This design comes from an exercise in tuning for a short achievable clock period and few clock cycles on the open sky130 flow, not from production work. Function was checked by simulation only, so behaviour that the tests miss may differ from the original.

==> inputs of juniper <==
==> flow/design.v <==
module MUX2x1(input Sel, input [31:0] A, B, output [31:0] O);
    assign O = (Sel)? B:A;
endmodule
module MUX3x1(input [1:0] Sel, input [31:0] A, B, C, output [31:0] O);
    assign O = (Sel[1])? C:(Sel[0]? B:A);
endmodule
module PFXLVL #(parameter K = 1) (input [31:0] gi, input [31:0] pi, output [31:0] go, output [31:0] po);
    genvar i;
    generate
        for (i = 0; i < 32; i = i + 1) begin : col
            if (i >= K) begin : comb
                assign go[i] = gi[i] | (pi[i] & gi[i-K]);
                assign po[i] = pi[i] & pi[i-K];
            end else begin : pass
                assign go[i] = gi[i];
                assign po[i] = pi[i];
            end
        end
    endgenerate
endmodule
module PREFIX32(input [31:0] g0, input [31:0] p0, output [31:0] c);
    wire [31:0] g1, p1, g2, p2, g3, p3, g4, p4, g5, p5;
    PFXLVL #(1)  l1(.gi(g0), .pi(p0), .go(g1), .po(p1));
    PFXLVL #(2)  l2(.gi(g1), .pi(p1), .go(g2), .po(p2));
    PFXLVL #(4)  l3(.gi(g2), .pi(p2), .go(g3), .po(p3));
    PFXLVL #(8)  l4(.gi(g3), .pi(p3), .go(g4), .po(p4));
    PFXLVL #(16) l5(.gi(g4), .pi(p4), .go(g5), .po(p5));
    assign c = {g5[30:0], 1'b0};
endmodule
module alu_control( ALUCtl, ALUOp, FuncCode);
   input [1:0] ALUOp;
   input [3:0] FuncCode;
   output reg [3:0]ALUCtl;
   always @ (ALUOp, FuncCode) begin
   if (ALUOp==2'b00)  
     ALUCtl <= 2;  
   else if(ALUOp==2'b01) 
       ALUCtl <= 6;  
   else if (ALUOp==2'b10)
      begin
      case(FuncCode)              
	   0: ALUCtl <= 2;  
	   8: ALUCtl <= 6;  
	   7: ALUCtl <= 0;  
	   6: ALUCtl <= 1;  
	   default: ALUCtl <=15;  
       endcase
      end
   else ALUCtl <=15;
   end
endmodule
module IMM_GEN(sign_ex_imm, inst);
   input [31:0]inst;
   output reg [31:0]sign_ex_imm;
   wire [6:0]opcode;
   assign opcode = inst[6:0]; 
   always @ (inst)
   begin
   case (opcode)
	7'd03: sign_ex_imm <= { {20{inst[31]}}, inst[31:20]}; 
	7'd35: sign_ex_imm  <= { {20{inst[31]}}, inst[31:25], inst[11:7]};  
	7'd99: sign_ex_imm  <= { {19{inst[31]}}, inst[31], inst[7],
                                    inst[30:25], inst[11:8], 1'b0}; 
	default: sign_ex_imm <= 32'b0;
   endcase
   end
endmodule
module REGISTER_FILE( input [15:0] Read_Sel1,
                      input [15:0] Read_Sel2,
                      input [3:0] Write_Reg,
                      input [31:0] Write_Data,
                      input RegWrite,
                      input Reset,
                      input Clk,
                      output reg [31:0] Read_Data1,
                      output reg [31:0] Read_Data2
                     );
reg [31:0] R [15:1];
integer ind;
always @* begin
    Read_Data1 = 32'b0;
    Read_Data2 = 32'b0;
    for (ind = 1; ind < 16; ind = ind + 1) begin
        Read_Data1 = Read_Data1 | ({32{Read_Sel1[ind]}} & R[ind]);
        Read_Data2 = Read_Data2 | ({32{Read_Sel2[ind]}} & R[ind]);
    end
end
always @(posedge Clk)
begin
    for (ind = 1; ind < 16; ind = ind + 1)
        if (Reset == 1)
            R[ind] <= (ind == 14) ? 32'h1000 : 32'b0;
        else if (RegWrite == 1 && Write_Reg == ind)
            R[ind] <= Write_Data;
end
endmodule
module CONTROL(input [6:0] Opcode, input clk, rst, 
    output reg [1:0] PCSource, ALUOp, ALUSrcB, ALUSrcA,
    output reg PCWriteCond, PCWrite, IorD, MemRead, MemWrite,
        Mem2Reg, IRWrite, RegWrite);
    integer Step;
    always@(posedge clk)
    if(rst) begin 
        {PCSource, ALUOp, ALUSrcB,PCWriteCond, PCWrite, IorD, 
            MemRead, MemWrite, Mem2Reg, IRWrite, ALUSrcA, RegWrite} <= 0;
        Step <= 1;
    end
    else begin
        if (Step == 1)
	    begin
                PCSource <= 0;
                ALUOp <= 0;
                ALUSrcA <= 0;
                ALUSrcB <= 1;
                PCWriteCond <= 0;
                PCWrite <= 1;
                IorD <= 0;
                MemRead <= 1;
                MemWrite <= 0;
                Mem2Reg <= 0;
                IRWrite <= 1;
                RegWrite <= 0;
            end
        else if (Step == 2)
	    begin
                ALUSrcA <= 2;
                ALUSrcB <= 2;
                PCWrite <= 0;
                MemRead <= 0;
                IRWrite <= 0;
            end
        else if (Step == 3)
	    casex(Opcode[6:4])
                3'b0?0: begin
                    ALUSrcA <= 1;
                    ALUSrcB <= 2;
                    ALUOp <= 0;
                end
                3'b011: begin
                    ALUSrcA <= 1;
                    ALUSrcB <= 0;
                    ALUOp <= 2;
                end
                3'b110: begin
                    PCSource <= 1;
                    PCWriteCond <= 1;
                    ALUSrcA <= 1;
                    ALUSrcB <= 0;
                    ALUOp <= 1;
                end
            endcase
        else if (Step == 4)
	    begin
            PCWriteCond <= 0;
	    casex(Opcode[6:4])
                3'b000: begin
                    MemRead <= 1;
                    IorD <= 1;
                end
                3'b010: begin
                    MemWrite <= 1;
                    IorD <= 1;
                end
                3'b011: begin
                    RegWrite <= 1;
                    Mem2Reg <= 0;
                end
            endcase
            end
        else if (Step == 5)
	    begin
            MemWrite <= 0;
            RegWrite <= 0;
	    if(Opcode[6:4] == 3'b000) begin
                RegWrite <= 1;
                Mem2Reg <= 1;
            end
            end
        if (Step == 5) Step <= 1;
        else Step <= Step + 1;
    end
endmodule
module CONNECTED
    (
    input clk, rst,
    input [31:0] mem_rdata,
    output [31:0] mem_addr, mem_wdata,
    output mem_we, mem_re
    );
    localparam CB = 4;                  
    localparam CN = 1 << CB;
    reg rst_rf;
    always @(posedge clk) rst_rf <= rst;
    reg [11:0] aout;           
    reg        re_q, we_q;
    reg [31:0] wd_q;
    reg        mcyc;           
    reg        mload;          
    reg [3:0]  mrd;            
    assign mem_addr  = {18'b0, aout, 2'b00};
    assign mem_re    = re_q;
    assign mem_we    = we_q;
    assign mem_wdata = wd_q;
    reg [11:0] fa;             
    wire [31:0] fw = mem_rdata;
    wire predT_F = (fw[6:4] == 3'b110) & ((fw[19:15] == fw[24:20]) | fw[31]);
    wire [11:0] offF = {fw[31], fw[31], fw[7], fw[30:25], fw[11:9]};
    wire [11:0] tgtF = fa + offF;
    reg          c_v   [0:CN-1];
    reg [11-CB:0] c_tag [0:CN-1];
    reg [31:0]   c_ins [0:CN-1];
    reg          c_pt  [0:CN-1];
    reg [11:0]   c_tgt [0:CN-1];
    wire [CB-1:0] cidx = fa[CB-1:0];
    reg [CN-1:0] cmatch;
    integer mi;
    always @* for (mi = 0; mi < CN; mi = mi + 1) cmatch[mi] = c_v[mi] & (c_tag[mi] == fa[11:CB]);
    wire chit = cmatch[cidx];
    wire [31:0] fins = mcyc ? c_ins[cidx] : fw;
    reg [31:0] ir;
    reg [11:0] pcD;
    reg [11:0] pcD1;           
    reg        vD;
    reg        irOK;           
    reg [CN-1:0] pcDoh;        
    reg [15:0] sel1D, sel2D;   
    wire [6:0] opD  = ir[6:0];
    wire [3:0] rs1D = ir[18:15];
    wire [3:0] rs2D = ir[23:20];
    wire [3:0] rdD  = ir[10:7];
    wire isR_D  = (opD[6:4] == 3'b011);
    wire isLW_D = (opD[6:4] == 3'b000);
    wire isSW_D = (opD[6:4] == 3'b010);
    wire isBQ_D = (opD[6:4] == 3'b110);
    wire [11:0] immI = ir[31:20];
    wire [11:0] immS = {ir[31:25], ir[11:7]};
    wire [31:0] immD = {{20{isSW_D ? immS[11] : immI[11]}}, isSW_D ? immS : immI};
    wire [11:0] offB = {ir[31], ir[31], ir[7], ir[30:25], ir[11:9]};
    wire predT_D = isBQ_D & ((ir[19:15] == ir[24:20]) | ir[31]);
    wire [11:0] tgtD = pcD + offB;
    wire [11:0] altD = predT_D ? pcD1 : tgtD;
    wire andD = isR_D & (ir[14:12] == 3'b111);
    wire orD  = isR_D & (ir[14:12] == 3'b110);
    wire subD = isR_D & ~andD & ~orD & ir[30];
    wire immSelD = isLW_D | isSW_D;
    reg        vE;
    reg        isR_E, isLW_E, isSW_E, isBQ_E;
    reg        predE;
    reg [11:0] altE;           
    reg [3:0]  rdE;
    reg        wrE;            
    reg        subE, andE, orE, immSelE;
    reg [31:0] immE;
    reg [31:0] Araw, Braw;     
    reg        ldA, ldB;       
    reg [31:0] g0, p0;         
    wire [31:0] cy;
    PREFIX32 carry(.g0(g0), .p0(p0), .c(cy));
    wire [31:0] sum  = p0 ^ cy;
    wire [31:0] logE = andE ? g0 : (g0 | p0);
    wire        arE  = ~(andE | orE);
    wire [31:0] resE  = arE ? (subE ? ~sum : sum) : logE;
    wire [31:0] resEn = arE ? (subE ? sum : ~sum) : ~logE;      
    wire [11:0] daddr = sum[13:2];
    wire eq      = ~|p0;
    wire stallE  = mcyc & (ldA | ldB);
    wire exE     = vE & ~stallE;
    wire mispE   = exE & isBQ_E & (eq != predE);
    wire memE    = exE & (isLW_E | isSW_E);
    wire [31:0] rf_a, rf_b;
    reg  [31:0] W;
    reg  [3:0]  rdW;
    reg         wW;
    wire        ldw = mcyc & mload;
    REGISTER_FILE register_file(.Read_Sel1(sel1D), .Read_Sel2(sel2D),
        .Write_Reg(ldw ? mrd : rdW), .Write_Data(ldw ? mem_rdata : W), .RegWrite(ldw | wW),
        .Reset(rst_rf), .Clk(clk), .Read_Data1(rf_a), .Read_Data2(rf_b));
    wire fA = vE & isR_E & wrE & (rdE == rs1D);
    wire fB = vE & isR_E & wrE & (rdE == rs2D);
    wire mA = ldw & (mrd == rs1D);
    wire mB = ldw & (mrd == rs2D);
    wire wA = wW & (rdW == rs1D);
    wire wB = wW & (rdW == rs2D);
    wire [31:0] rdA = mA ? mem_rdata : wA ? W : rf_a;
    wire [31:0] rdB = mB ? mem_rdata : wB ? W : rf_b;
    wire [31:0] opA = fA ? resE : rdA;
    wire [31:0] opB = fB ? resE : rdB;
    wire [31:0] opAs = fA ? (subD ? resEn : resE) : (rdA ^ {32{subD}});
    wire [31:0] xA   = stallE ? (ldA ? mem_rdata : Araw) : opA;
    wire [31:0] xB   = stallE ? (ldB ? mem_rdata : Braw) : opB;
    wire        xsub = stallE ? subE : subD;
    wire        ximm = stallE ? immSelE : immSelD;
    wire [31:0] xI   = stallE ? immE : immD;
    wire [31:0] aIn  = stallE ? (xA ^ {32{xsub}}) : opAs;
    wire [31:0] bIn  = ximm ? xI : xB;
    wire moveD   = ~stallE;
    wire fetch   = (~mcyc | chit) & (moveD | ~vD);
    wire [11:0] fa_inc  = fa + 12'd1;
    wire        useT    = ~mcyc & predT_F & ~mispE;
    wire [11:0] fa_oth  = mispE ? altE : (~mcyc ? fa_inc : (fetch ? (c_pt[cidx] ? c_tgt[cidx] : fa_inc) : fa));
    wire [11:0] fa_next = useT ? tgtF : fa_oth;
    wire [11:0] aout_next = (useT & ~memE) ? tgtF : (memE & ~mispE) ? daddr : fa_oth;
    integer ci, wi;
    always @(posedge clk) begin
        if (rst) begin
            aout <= 12'd0;
            re_q <= 1'b1;
            we_q <= 1'b0;
            mcyc <= 1'b0;
            mload <= 1'b0;
            fa <= 12'd0;
            vD <= 1'b0;
            vE <= 1'b0;
            wW <= 1'b0;
            irOK <= 1'b0;
            for (ci = 0; ci < CN; ci = ci + 1) c_v[ci] <= 1'b0;
        end else begin
            fa    <= fa_next;
            aout  <= aout_next;
            mcyc  <= memE;
            mload <= memE & isLW_E & wrE;
            re_q  <= ~(memE & isSW_E);
            we_q  <= memE & isSW_E;
            vD    <= ~mispE & (fetch | (vD & ~moveD));
            vE    <= stallE ? vE : (vD & ~mispE);
            wW    <= exE & isR_E & wrE;
            if (fetch) irOK <= 1'b1;
            for (ci = 0; ci < CN; ci = ci + 1) if (irOK & pcDoh[ci]) c_v[ci] <= 1'b1;
        end
    end
    always @(posedge clk) begin
        for (wi = 0; wi < CN; wi = wi + 1)
            if (irOK & pcDoh[wi]) begin
                c_tag[wi] <= pcD[11:CB];
                c_ins[wi] <= ir;
                c_pt[wi]  <= predT_D;
                c_tgt[wi] <= tgtD;
            end
        if (fetch) begin
            ir   <= fins;
            pcD  <= fa;
            pcD1 <= fa + 12'd1;
            pcDoh <= {{(CN-1){1'b0}}, 1'b1} << fa[CB-1:0];
            sel1D <= 16'd1 << fins[18:15];
            sel2D <= 16'd1 << fins[23:20];
        end
        g0   <= aIn & bIn;
        p0   <= aIn ^ bIn;
        Araw <= xA;
        Braw <= xB;
        wd_q <= Braw;
        W    <= resE;
        rdW  <= rdE;
        if (memE) mrd <= rdE;
        if (moveD) begin
            isR_E  <= isR_D;
            isLW_E <= isLW_D;
            isSW_E <= isSW_D;
            isBQ_E <= isBQ_D;
            predE  <= predT_D;
            altE   <= altD;
            rdE    <= rdD;
            wrE    <= (isR_D | isLW_D) & (rdD != 4'd0);
            subE   <= subD;
            andE   <= andD;
            orE    <= orD;
            immSelE <= immSelD;
            immE   <= immD;
            ldA    <= vD & memE & isLW_E & wrE & (rdE == rs1D);
            ldB    <= vD & memE & isLW_E & wrE & (rdE == rs2D);
        end
    end
endmodule
==> flow/run.sh <==
#!/bin/bash
# synth_recipe.tcl (not shown) runs the flow's synth.tcl, then flattens the netlist and writes it again
# the make line also repeats each setting of config.mk as NAME=value (left out here)
make -C /OpenROAD-flow-scripts/flow DESIGN_CONFIG=/design/flow/config.mk WORK_HOME=/design/flow/orfs CLKGATE_MAP_FILE= SYNTH_SCRIPT=/design/flow/synth_recipe.tcl finish
==> flow/config.mk <==
export PLATFORM = sky130hd
export DESIGN_NAME = CONNECTED
export DESIGN_NICKNAME = CONNECTED
export VERILOG_FILES = /design/flow/design.v
export SDC_FILE = /design/flow/constraint.sdc
export NUM_CORES = 4
export LEC_CHECK = 0
export ABC_CLOCK_PERIOD_IN_PS = 2500
export CAP_MARGIN = 20
export CORE_MARGIN = 2
export CORE_UTILIZATION = 40
export PLACE_DENSITY = 0.6
export SETUP_SLACK_MARGIN = 5
export SLEW_MARGIN = 20
export SYNTH_HIERARCHICAL = 1
export SYNTH_MINIMUM_KEEP_SIZE = 0
==> flow/constraint.sdc <==
create_clock -name core_clock -period 8.0 [get_ports {clk}]
set_input_delay 1.6000 -clock core_clock [delete_from_list [all_inputs] [get_ports {clk}]]
set_output_delay 1.6000 -clock core_clock [all_outputs]
set_load 0.01 [all_outputs]
==> inputs of yarrow, as changes to juniper <==
--- a/flow/design.v
+++ b/flow/design.v
@@ -67,9 +67,8 @@
 endmodule
 module REGISTER_FILE( input [15:0] Read_Sel1,
                       input [15:0] Read_Sel2,
-                      input [3:0] Write_Reg,
+                      input [15:0] Write_Sel,
                       input [31:0] Write_Data,
-                      input RegWrite,
                       input Reset,
                       input Clk,
                       output reg [31:0] Read_Data1,
@@ -90,7 +89,7 @@
     for (ind = 1; ind < 16; ind = ind + 1)
         if (Reset == 1)
             R[ind] <= (ind == 14) ? 32'h1000 : 32'b0;
-        else if (RegWrite == 1 && Write_Reg == ind)
+        else if (Write_Sel[ind])
             R[ind] <= Write_Data;
 end
 endmodule
@@ -209,8 +208,7 @@
     reg          c_v   [0:CN-1];
     reg [11-CB:0] c_tag [0:CN-1];
     reg [31:0]   c_ins [0:CN-1];
-    reg          c_pt  [0:CN-1];
-    reg [11:0]   c_tgt [0:CN-1];
+    reg [11:0]   c_nxt [0:CN-1];    
     wire [CB-1:0] cidx = fa[CB-1:0];
     reg [CN-1:0] cmatch;
     integer mi;
@@ -272,8 +270,10 @@
     reg  [3:0]  rdW;
     reg         wW;
     wire        ldw = mcyc & mload;
+    reg  [15:0] wsel;
+    reg         wld;
     REGISTER_FILE register_file(.Read_Sel1(sel1D), .Read_Sel2(sel2D),
-        .Write_Reg(ldw ? mrd : rdW), .Write_Data(ldw ? mem_rdata : W), .RegWrite(ldw | wW),
+        .Write_Sel(wsel), .Write_Data(wld ? mem_rdata : W),
         .Reset(rst_rf), .Clk(clk), .Read_Data1(rf_a), .Read_Data2(rf_b));
     wire fA = vE & isR_E & wrE & (rdE == rs1D);
     wire fB = vE & isR_E & wrE & (rdE == rs2D);
@@ -297,7 +297,7 @@
     wire fetch   = (~mcyc | chit) & (moveD | ~vD);
     wire [11:0] fa_inc  = fa + 12'd1;
     wire        useT    = ~mcyc & predT_F & ~mispE;
-    wire [11:0] fa_oth  = mispE ? altE : (~mcyc ? fa_inc : (fetch ? (c_pt[cidx] ? c_tgt[cidx] : fa_inc) : fa));
+    wire [11:0] fa_oth  = mispE ? altE : (~mcyc ? fa_inc : (fetch ? c_nxt[cidx] : fa));
     wire [11:0] fa_next = useT ? tgtF : fa_oth;
     wire [11:0] aout_next = (useT & ~memE) ? tgtF : (memE & ~mispE) ? daddr : fa_oth;
     integer ci, wi;
@@ -312,6 +312,7 @@
             vD <= 1'b0;
             vE <= 1'b0;
             wW <= 1'b0;
+            wsel <= 16'd0;
             irOK <= 1'b0;
             for (ci = 0; ci < CN; ci = ci + 1) c_v[ci] <= 1'b0;
         end else begin
@@ -324,6 +325,8 @@
             vD    <= ~mispE & (fetch | (vD & ~moveD));
             vE    <= stallE ? vE : (vD & ~mispE);
             wW    <= exE & isR_E & wrE;
+            wsel  <= (exE & (isR_E | isLW_E) & wrE) ? (16'd1 << rdE) : 16'd0;
+            wld   <= isLW_E;
             if (fetch) irOK <= 1'b1;
             for (ci = 0; ci < CN; ci = ci + 1) if (irOK & pcDoh[ci]) c_v[ci] <= 1'b1;
         end
@@ -333,8 +336,7 @@
             if (irOK & pcDoh[wi]) begin
                 c_tag[wi] <= pcD[11:CB];
                 c_ins[wi] <= ir;
-                c_pt[wi]  <= predT_D;
-                c_tgt[wi] <= tgtD;
+                c_nxt[wi] <= predT_D ? tgtD : pcD1;
             end
         if (fetch) begin
             ir   <= fins;
==> inputs of tundra, as changes to juniper <==
--- a/flow/design.v
+++ b/flow/design.v
@@ -27,6 +27,9 @@
     PFXLVL #(16) l5(.gi(g4), .pi(p4), .go(g5), .po(p5));
     assign c = {g5[30:0], 1'b0};
 endmodule
+module SEL16 #(parameter W = 1) (input [3:0] idx, input [16*W-1:0] d, output [W-1:0] q);
+    assign q = d[idx*W +: W];
+endmodule
 module alu_control( ALUCtl, ALUOp, FuncCode);
    input [1:0] ALUOp;
    input [3:0] FuncCode;
@@ -67,9 +70,8 @@
 endmodule
 module REGISTER_FILE( input [15:0] Read_Sel1,
                       input [15:0] Read_Sel2,
-                      input [3:0] Write_Reg,
+                      input [15:0] Write_Sel,
                       input [31:0] Write_Data,
-                      input RegWrite,
                       input Reset,
                       input Clk,
                       output reg [31:0] Read_Data1,
@@ -90,7 +92,7 @@
     for (ind = 1; ind < 16; ind = ind + 1)
         if (Reset == 1)
             R[ind] <= (ind == 14) ? 32'h1000 : 32'b0;
-        else if (RegWrite == 1 && Write_Reg == ind)
+        else if (Write_Sel[ind])
             R[ind] <= Write_Data;
 end
 endmodule
@@ -209,14 +211,27 @@
     reg          c_v   [0:CN-1];
     reg [11-CB:0] c_tag [0:CN-1];
     reg [31:0]   c_ins [0:CN-1];
-    reg          c_pt  [0:CN-1];
-    reg [11:0]   c_tgt [0:CN-1];
+    reg [11:0]   c_nxt [0:CN-1];    
     wire [CB-1:0] cidx = fa[CB-1:0];
     reg [CN-1:0] cmatch;
     integer mi;
     always @* for (mi = 0; mi < CN; mi = mi + 1) cmatch[mi] = c_v[mi] & (c_tag[mi] == fa[11:CB]);
-    wire chit = cmatch[cidx];
-    wire [31:0] fins = mcyc ? c_ins[cidx] : fw;
+    wire chit;
+    wire [31:0] c_ins_r;
+    wire [11:0] c_nxt_r;
+    wire [32*CN-1:0] c_ins_v;
+    wire [12*CN-1:0] c_nxt_v;
+    genvar gi;
+    generate
+        for (gi = 0; gi < CN; gi = gi + 1) begin : cflat
+            assign c_ins_v[32*gi +: 32] = c_ins[gi];
+            assign c_nxt_v[12*gi +: 12] = c_nxt[gi];
+        end
+    endgenerate
+    assign chit = cmatch[cidx];
+    SEL16 #(32) sel_ins(.idx(cidx), .d(c_ins_v), .q(c_ins_r));
+    SEL16 #(12) sel_nxt(.idx(cidx), .d(c_nxt_v), .q(c_nxt_r));
+    wire [31:0] fins = mcyc ? c_ins_r : fw;
     reg [31:0] ir;
     reg [11:0] pcD;
     reg [11:0] pcD1;           
@@ -272,8 +287,10 @@
     reg  [3:0]  rdW;
     reg         wW;
     wire        ldw = mcyc & mload;
+    reg  [15:0] wsel;
+    reg         wld;
     REGISTER_FILE register_file(.Read_Sel1(sel1D), .Read_Sel2(sel2D),
-        .Write_Reg(ldw ? mrd : rdW), .Write_Data(ldw ? mem_rdata : W), .RegWrite(ldw | wW),
+        .Write_Sel(wsel), .Write_Data(wld ? mem_rdata : W),
         .Reset(rst_rf), .Clk(clk), .Read_Data1(rf_a), .Read_Data2(rf_b));
     wire fA = vE & isR_E & wrE & (rdE == rs1D);
     wire fB = vE & isR_E & wrE & (rdE == rs2D);
@@ -291,15 +308,23 @@
     wire        xsub = stallE ? subE : subD;
     wire        ximm = stallE ? immSelE : immSelD;
     wire [31:0] xI   = stallE ? immE : immD;
-    wire [31:0] aIn  = stallE ? (xA ^ {32{xsub}}) : opAs;
-    wire [31:0] bIn  = ximm ? xI : xB;
+    wire        fAn  = ~stallE & fA;
+    wire        fBn  = ~ximm & ~stallE & fB;
+    wire        rfA  = ~stallE & ~mA & ~wA;
+    wire        rfB  = ~ximm & ~stallE & ~mB & ~wB;
+    wire [31:0] aAlt = stallE ? ((ldA ? mem_rdata : Araw) ^ {32{subE}}) : ((mA ? mem_rdata : W) ^ {32{subD}});
+    wire [31:0] bAlt = ximm ? xI : stallE ? (ldB ? mem_rdata : Braw) : mB ? mem_rdata : W;
+    wire [31:0] aIn  = fAn ? (subD ? resEn : resE) : rfA ? (rf_a ^ {32{subD}}) : aAlt;
+    wire [31:0] bIn  = fBn ? resE : rfB ? rf_b : bAlt;
     wire moveD   = ~stallE;
     wire fetch   = (~mcyc | chit) & (moveD | ~vD);
+    wire loadD   = moveD | ~vD;
     wire [11:0] fa_inc  = fa + 12'd1;
     wire        useT    = ~mcyc & predT_F & ~mispE;
-    wire [11:0] fa_oth  = mispE ? altE : (~mcyc ? fa_inc : (fetch ? (c_pt[cidx] ? c_tgt[cidx] : fa_inc) : fa));
-    wire [11:0] fa_next = useT ? tgtF : fa_oth;
-    wire [11:0] aout_next = (useT & ~memE) ? tgtF : (memE & ~mispE) ? daddr : fa_oth;
+    wire        useC    = mcyc & fetch & ~mispE;
+    wire [11:0] fa_oth  = mispE ? altE : (~mcyc ? fa_inc : fa);
+    wire [11:0] fa_next = useC ? c_nxt_r : useT ? tgtF : fa_oth;
+    wire [11:0] aout_next = (useC & ~memE) ? c_nxt_r : (useT & ~memE) ? tgtF : (memE & ~mispE) ? daddr : fa_oth;
     integer ci, wi;
     always @(posedge clk) begin
         if (rst) begin
@@ -312,6 +337,7 @@
             vD <= 1'b0;
             vE <= 1'b0;
             wW <= 1'b0;
+            wsel <= 16'd0;
             irOK <= 1'b0;
             for (ci = 0; ci < CN; ci = ci + 1) c_v[ci] <= 1'b0;
         end else begin
@@ -324,7 +350,9 @@
             vD    <= ~mispE & (fetch | (vD & ~moveD));
             vE    <= stallE ? vE : (vD & ~mispE);
             wW    <= exE & isR_E & wrE;
-            if (fetch) irOK <= 1'b1;
+            wsel  <= (exE & (isR_E | isLW_E) & wrE) ? (16'd1 << rdE) : 16'd0;
+            wld   <= isLW_E;
+            if (loadD) irOK <= ~mcyc | chit;
             for (ci = 0; ci < CN; ci = ci + 1) if (irOK & pcDoh[ci]) c_v[ci] <= 1'b1;
         end
     end
@@ -333,10 +361,9 @@
             if (irOK & pcDoh[wi]) begin
                 c_tag[wi] <= pcD[11:CB];
                 c_ins[wi] <= ir;
-                c_pt[wi]  <= predT_D;
-                c_tgt[wi] <= tgtD;
+                c_nxt[wi] <= predT_D ? tgtD : pcD1;
             end
-        if (fetch) begin
+        if (loadD) begin
             ir   <= fins;
             pcD  <= fa;
             pcD1 <= fa + 12'd1;
==> summary of the runs <==
- Die area: tundra > juniper > yarrow.
- The lowest synthesized cell count belongs to yarrow, the highest to tundra.
- Between tundra and yarrow, the lower clock skew is in yarrow (gap 0.0097 ns).
- Cell count: tundra is higher than yarrow (about 3%).
- juniper finished with timing, DRC and antenna clean. yarrow completed with no timing, DRC or antenna violations. tundra finished clean.
- Sequential share of layout area: juniper is lower than yarrow (2.2 points).
- Against yarrow, the global-route usage of tundra is lower by 0.44 points.
- First-iteration DRC count: juniper < yarrow < tundra.
- Setup slack, highest first: tundra, yarrow, juniper.
Testbench counts of juniper, summed over its fixed seeds: cycles 80,955.
Testbench counts of yarrow, summed over its fixed seeds: cycles 80,955.
Testbench counts of tundra, summed over its fixed seeds: cycles 80,955.

[port drivers added, routing unchanged]
No port has a modelled driver above. Below, the same layouts with a new extraction and two added sets of constraints. Step 1 (the two cells are an assumption about what drives the block):
set clk [get_ports {clk}]
set_driving_cell -lib_cell sky130_fd_sc_hd__clkbuf_16 $clk
set_driving_cell -lib_cell sky130_fd_sc_hd__buf_2 [delete_from_list [all_inputs] $clk]
Step 2 times the ports against the registers' clock, not the clock port: input delays grow and output delays shrink by t, the midpoint of the rising clock arrivals with the driver on. a / b / c = ideal / step 1 / step 2; a / b = the first two.
run	t (ns)	slack for setup (ns)	worst setup path at the end	worst register clock-pin slew, ns	pins driven straight from the clock port
juniper	0.905	4.736 / 4.736 / 3.929	input to register	0.07 / 0.07	1
yarrow	0.927	4.917 / 4.871 / 4.043	input to register	0.07 / 0.07	1
tundra	0.910	4.964 / 4.827 / 3.917	input to register	0.07 / 0.07	1
After both steps every run listed still meets setup and hold. For tundra, which loses most, drivers alone change the setup slack by -0.137 ns; drivers and shift together by -1.047 ns.
